This design comes from an exercise in tuning for small area, a short achievable clock period and few clock cycles per item on the open sky130 flow, not from production work.
The RTL was checked by simulation tests, not by an equivalence proof against the original design.
Power and IR drop assume default switching activity.

## mnist_classifier
module mnist_classifier (
    input wire clk,
    input wire rst_n,
    input wire start,
    output reg [9:0] ram_addr,
    input wire       ram_data,
    output reg [3:0] prediction,
    output reg       done
);
    localparam IDLE = 2'd0, SCAN = 2'd1, FULL = 2'd2, CMP = 2'd3;
    localparam HW = 8;
    reg [1:0] state;
    reg       full;      
    reg       v;         
    reg [4:0] row, col;  
    reg [9:0] w;         
    reg [9:0] ink;
    reg [7:0] h0;
    reg [6:0] h1;
    reg [7:0] h2;
    reg [7:0] h3;
    reg [7:0] h4;
    reg [7:0] h5;
    reg [7:0] h6;
    reg [7:0] h7;
    reg [7:0] h8;
    reg [7:0] h9;
    reg [2:0] bitk;
    reg [9:1] cand;
    reg       zgt, zlt;
    integer i;
    wire [9:0] wn;
    wire [9:0] ridx = {row, col};
  wire rn21, rn22, rn23, rn24, rn25, rn26, rn27,
      rn28, rn29, rn30, rn31, rn32, rn33, rn34, rn35,
      rn36, rn37, rn38, rn39, rn40, rn41, rn42, rn43,
      rn44, rn45, rn46, rn47, rn48, rn49, rn50, rn51,
      rn52, rn53, rn54, rn55, rn56, rn57, rn58, rn59,
      rn60, rn61, rn62, rn63, rn64, rn65, rn66, rn67,
      rn68, rn69, rn70, rn71, rn72, rn73, rn74, rn75,
      rn76, rn77, rn78, rn79, rn80, rn81, rn82, rn83,
  ...
Size: about 1200 cells after synthesis, roughly 140 flip-flops, about 19 I/O pins, roughly 9800 sq um of cells after synthesis.
make LEC_CHECK=0 CAP_MARGIN=20 CORE_MARGIN=2 CORE_UTILIZATION=55 CTS_BUF_LIST='sky130_fd_sc_hd__clkbuf_4 sky130_fd_sc_hd__clkbuf_8' CTS_CLUSTER_SIZE=30 SETUP_SLACK_MARGIN=5 SLEW_MARGIN=20 SYNTH_MEMORY_MAX_BITS=32768 finish   # period 8.0 ns
run.sh (not shown) runs the stock make flow with config.mk's settings and CLKGATE_MAP_FILE= SYNTH_SCRIPT=/design/flow/synth_recipe.tcl, a recipe that flattens the netlist after the stock synthesis.
The starting point ran to the end with no violations.
Testbench counts at the start, summed over its fixed seeds: cycles 65,864, items 192.
Then changed:
CTS_BUF_LIST = unset   (was sky130_fd_sc_hd__clkbuf_4 sky130_fd_sc_hd__clkbuf_8)
CTS_CLUSTER_SIZE = unset   (was 30)
After rerunning: Die area stays the same. Sequential share of layout area shrinks by 1.0 points. Clock skew shrinks by 0.0048 ns. Worst setup slack improves by 0.084 ns. Clock-buffer cell count is unchanged. Cell area grows by 3.8%. Power grows by 11%. Cell count grows by 1.0%.
Then changed:
CORE_UTILIZATION = 40   (was 55)
Result:
- wire length fell slightly
- die area rises by well over a third
- synthesized area does not change
- hold slack improved by 0.014 ns
- combinational power decreases by a few percent
- clock-buffer cell count grows by 2
- power came out lower by a few percent
- sequential power goes up slightly
- sequential cell count is unchanged
Then changed:
==> flow/flow/run.sh (new file) <==
#!/bin/bash
# Standard layout, with the setup repair aiming at 5.5 ns of slack instead of 5.
bash standard.sh SETUP_SLACK_MARGIN=5.5 finish > standard_flow.log 2>&1
==> flow/standard.sh (new file) <==
#!/bin/bash
# synth_recipe.tcl (not shown) runs the flow's synth.tcl, then flattens the netlist and writes it again
# the make line also repeats each setting of config.mk as NAME=value (left out here)
make -C /OpenROAD-flow-scripts/flow DESIGN_CONFIG=/design/flow/config.mk WORK_HOME=/design/flow/orfs CLKGATE_MAP_FILE= SYNTH_SCRIPT=/design/flow/synth_recipe.tcl "${@:-finish}"
CORE_UTILIZATION = 55   (was 40)
removed: flow/run.sh
The changed run produced a clean layout.
Power rises by about 7%.
First-iteration DRC count rises by 34%.
Clock power rises by 5.6%.


mnist_classifier, a different RTL version from the one above (not shown whole).
Size: about 19 I/O pins, roughly 0.010 mm2 of cells after synthesis.
==> flow/config.mk <==
export PLATFORM = sky130hd
export DESIGN_NAME = mnist_classifier
export DESIGN_NICKNAME = mnist_classifier
export VERILOG_FILES = /design/flow/design.v
export SDC_FILE = /design/flow/constraint.sdc
export NUM_CORES = 4
export LEC_CHECK = 0
export CAP_MARGIN = 20
export CORE_MARGIN = 2
export CORE_UTILIZATION = 55
export SETUP_SLACK_MARGIN = 5
export SLEW_MARGIN = 20
export SYNTH_MEMORY_MAX_BITS = 32768
==> flow/constraint.sdc <==
create_clock -name core_clock -period 8.0 [get_ports {clk}]
set_input_delay 1.6000 -clock core_clock [delete_from_list [all_inputs] [get_ports {clk}]]
set_output_delay 1.6000 -clock core_clock [all_outputs]
set_load 0.01 [all_outputs]
standard.sh (not shown) runs the stock make flow with config.mk's settings and CLKGATE_MAP_FILE= SYNTH_SCRIPT=/design/flow/synth_recipe.tcl, a recipe that flattens the netlist after the stock synthesis.
==> flow/flow/run.sh <==
#!/bin/bash
# The standard layout, with the setup repair aiming at 5.5 ns of slack instead of 5.
bash standard.sh SETUP_SLACK_MARGIN=5.5 finish > standard_flow.log 2>&1
Testbench counts at the start, summed over its fixed seeds: cycles 64,328, items 192.
Next try:
==> flow/flow/run.sh (replaced) <==
#!/bin/bash
# The standard layout, with the setup repair aiming at 5.45 ns of slack instead of 5.
bash standard.sh SETUP_SLACK_MARGIN=5.45 finish > standard_flow.log 2>&1
- ABC_AREA: default -> 1
Result: The new run ran to the end with no violations. Design area drops by 6.1%. Clock skew is about the same. Global-route usage climbs by 0.71 points.
Next try:
==> flow/flow/run.sh (replaced) <==
#!/bin/bash
# The standard layout, with the setup repair aiming at 5.4 ns of slack instead of 5.
bash standard.sh SETUP_SLACK_MARGIN=5.4 finish > standard_flow.log 2>&1
- CORE_UTILIZATION: 55 -> 60
Effect: Clock power climbs by 5.8%. Setup slack degrades by 69 ps. First-iteration DRC count goes up by 47%.


mnist_classifier again, from the RTL that the note above started with.
==> flow/design.v (excerpt) <==
module mnist_classifier (
    input wire clk,
    input wire rst_n,
    input wire start,
    output reg [9:0] ram_addr,
    input wire       ram_data,
    output reg [3:0] prediction,
    output reg       done
);
    localparam IDLE = 2'd0, SCAN = 2'd1, FULL = 2'd2, CMP = 2'd3;
    localparam HW = 8;
    reg [1:0] state;
    reg       full;      
    reg       v;         
    reg [4:0] seg, col;  
    reg [9:0] w;         
    reg [9:0] ink;
    reg [7:0] h0;
    reg [6:0] h1;
    reg [7:0] h2;
    reg [7:0] h3;
    reg [7:0] h4;
    reg [7:0] h5;
    reg [7:0] h6;
    reg [7:0] h7;
    reg [7:0] h8;
    reg [7:0] h9;
    reg [2:0] bitk;
    reg [9:1] cand;
    reg       zgt, zlt;
    integer i;
    wire [10:0] wn;      
    wire [9:0] ridx = {seg, col};
  wire rn22, rn23, rn24, rn25, rn26, rn27, rn28,
      rn29, rn30, rn31, rn32, rn33, rn34, rn35, rn36,
  ...
export LEC_CHECK = 0
export CAP_MARGIN = 20
export CORE_MARGIN = 2
export CORE_UTILIZATION = 50
export CTS_BUF_LIST = sky130_fd_sc_hd__clkbuf_4 sky130_fd_sc_hd__clkbuf_8
export SETUP_SLACK_MARGIN = 5
export SLEW_MARGIN = 20
export SYNTH_MEMORY_MAX_BITS = 32768
create_clock -name core_clock -period 8.0 [get_ports {clk}]
==> flow/flow/run.sh <==
#!/bin/bash
# The standard layout, with the setup repair aiming at 5.5 ns of slack instead of 5.
bash standard.sh SETUP_SLACK_MARGIN=5.5 finish > standard_flow.log 2>&1
Testbench counts at the start, summed over its fixed seeds: cycles 64,328, items 192.
==> next run, changes <==
==> flow/flow/run.sh (replaced) <==
#!/bin/bash
# The standard layout, with the setup repair aiming at 5.4 ns of slack instead of 5.
bash standard.sh SETUP_SLACK_MARGIN=5.4 finish > standard_flow.log 2>&1
Settings changed: ABC_AREA from default to 1, CORE_UTILIZATION 50 to 55, CTS_BUF_LIST sky130_fd_sc_hd__clkbuf_4 sky130_fd_sc_hd__clkbuf_8 to default.
Result:
- worst setup slack is better by 29 ps
- final cell count increases by 9.4%
- count of clock-buffer cells in the layout increases by 2


mnist_classifier again, from the RTL that the note above started with.
export LEC_CHECK = 0
export ABC_AREA = 1
export CAP_MARGIN = 20
export CORE_MARGIN = 2
export CORE_UTILIZATION = 55
export SETUP_SLACK_MARGIN = 5
export SLEW_MARGIN = 20
export SYNTH_MEMORY_MAX_BITS = 32768
create_clock -name core_clock -period 8.0 [get_ports {clk}]
==> flow/flow/run.sh <==
#!/bin/bash
# The standard layout, with the setup repair aiming at 5.5 ns of slack instead of 5.
bash standard.sh SETUP_SLACK_MARGIN=5.5 finish > standard_flow.log 2>&1
The first run ran to the end with no violations.
Testbench counts at the start, summed over its fixed seeds: cycles 64,328, items 192.
Next try:
==> flow/flow/run.sh (replaced) <==
#!/bin/bash
# The standard layout, with the setup repair aiming at 5.4 ns of slack instead of 5.
bash standard.sh SETUP_SLACK_MARGIN=5.4 finish > standard_flow.log 2>&1
ABC_AREA = unset   (was 1)
Cell count is lower by about a fifth.
Routed wire length is higher slightly.
Final area hardly moves.
Critical path depth is lower by 9.
Non-clock buffer count is lower by 6.
Power is lower by a quarter to a third.
Flip-flop and latch count is unchanged.
Count of clock-buffer cells in the layout stays the same.
Maximum frequency is lower by a few percent.
Clock power is lower slightly.
Via count is lower by a few percent.
Next try:
==> flow/flow/run.sh (replaced) <==
#!/bin/bash
# The standard layout, with the setup repair aiming at 5.3 ns of slack instead of 5.
bash standard.sh SETUP_SLACK_MARGIN=5.3 finish > standard_flow.log 2>&1
ABC_AREA = 1   (was unset)
Global-route usage stays flat.
Core utilization is lower by 1.7 points.
Synthesized area is lower by 3.8%.
Wire length is lower by 4.7%.
Non-clock buffer count is lower by 39.
First-iteration DRC count is lower by 7.6%.
Register-to-register slack loses 130 ps.
Next try:
==> flow/run.sh (new file) <==
#!/bin/bash
# synth_recipe.tcl (not shown) runs the flow's synth.tcl, then flattens the netlist and writes it again
# the make line also repeats each setting of config.mk as NAME=value (left out here)
make -C /OpenROAD-flow-scripts/flow DESIGN_CONFIG=/design/flow/config.mk WORK_HOME=/design/flow/orfs CLKGATE_MAP_FILE= SYNTH_SCRIPT=/design/flow/synth_recipe.tcl finish
ABC_AREA = unset   (was 1)
CORE_UTILIZATION = 50   (was 55)
removed: flow/flow/run.sh
removed: flow/standard.sh
The new run finished clean.
Sequential power falls by 7.3%.
Worst hold slack improves by 45 ps.
Worst setup slack degrades by 320 ps.
Clock skew hardly moves.
Clock power rises by 7.5%.


## job 4699
mnist_classifier, a different RTL version from the one above (not shown whole).
For scale: about 1300 cells after synthesis, ~140 flip-flops, roughly 19 I/O pins.
make LEC_CHECK=0 ABC_CLOCK_PERIOD_IN_PS=2500 CAP_MARGIN=20 CORE_MARGIN=2 CORE_UTILIZATION=40 SETUP_SLACK_MARGIN=5 SLEW_MARGIN=20 SYNTH_MEMORY_MAX_BITS=32768 finish   # period 8.0 ns
run.sh (not shown) runs the stock make flow with config.mk's settings and CLKGATE_MAP_FILE= SYNTH_SCRIPT=/design/flow/synth_recipe.tcl, a recipe that flattens the netlist after the stock synthesis.
Stock flow here: none of the scripts above is used.
Job 4699 completed; timing, DRC and antenna clean
Testbench counts of job 4699, summed over its fixed seeds: cycles 65,864, items 192.
Changes in job 6409 relative to job 4699:
- ABC_CLOCK_PERIOD_IN_PS removed (was 2500)
Findings:
Setup slack: job 6409 vs job 4699, no meaningful difference. Comparing job 6409 with job 4699, the final number of hold-violating endpoints came out essentially unchanged. From job 4699 to job 6409, adder and majority cell fraction of the synthesized area did not move at all. Between job 4699 and job 6409, the part of the total power dissipated in combinational logic figures differ only marginally. Job 4699 and job 6409 ended up with roughly the same count of placed standard cells in the final layout, fillers left out. Delta (job 6409 minus job 4699): area enclosed by the die boundary barely changed, fraction of power consumed by sequential logic barely changed, mean instance size in the synthesized netlist barely changed.

re-timing with driven ports:
The results above use ideal ports. As a check the final layouts listed here were re-extracted and re-timed, cells and wires unchanged. Step 1, drivers: a clkbuf_16 drives clk and a buf_2 each remaining input, both assumed. Step 2, shift: input delay + t, output delay - t, t = (earliest + latest rising clock arrival at the registers) / 2. This alone moves slack from input paths to output paths. Slacks: ideal / step 1 / step 2; pairs: ideal / step 1.
run | shift t [ns] | slack for setup (ns) | latest minus earliest clock arrival (ns)
the first run of note 1 | 0.483 | 4.920 / 4.920 / 4.603 | 0.017 / 0.017
the second run of note 1 | 0.470 | 5.004 / 5.004 / 4.652 | 0.011 / 0.011
the third run of note 1 | 0.457 | 4.964 / 4.964 / 4.786 | 0.012 / 0.012
the fourth run of note 1 | 0.465 | 5.206 / 5.206 / 5.119 | 0.010 / 0.010
the first run of note 2 | 0.464 | 5.418 / 5.418 / 5.027 | 0.015 / 0.015
the second run of note 2 | 0.462 | 5.415 / 5.415 / 5.024 | 0.015 / 0.015
the third run of note 2 | 0.470 | 5.345 / 5.368 / 4.898 | 0.014 / 0.014
the first run of note 3 | 0.498 | 5.383 / 5.337 / 5.059 | 0.018 / 0.018
the second run of note 3 | 0.474 | 5.412 / 5.419 / 4.962 | 0.016 / 0.017
the first run of note 4 | 0.464 | 5.443 / 5.418 / 5.068 | 0.016 / 0.016
the second run of note 4 | 0.469 | 5.390 / 5.344 / 4.999 | 0.016 / 0.016
the third run of note 4 | 0.465 | 5.272 / 5.272 / 4.974 | 0.015 / 0.015
the fourth run of note 4 | 0.468 | 4.951 / 4.951 / 4.747 | 0.016 / 0.016
job 4699 | 0.455 | 4.774 / 4.774 / 4.375 | 0.015 / 0.015
job 6409 | 0.455 | 4.774 / 4.774 / 4.375 | 0.015 / 0.015
After both steps every run listed still meets setup and hold. For the second run of note 3, which loses most, drivers alone change the setup slack by +0.007 ns; drivers and shift together by -0.450 ns.
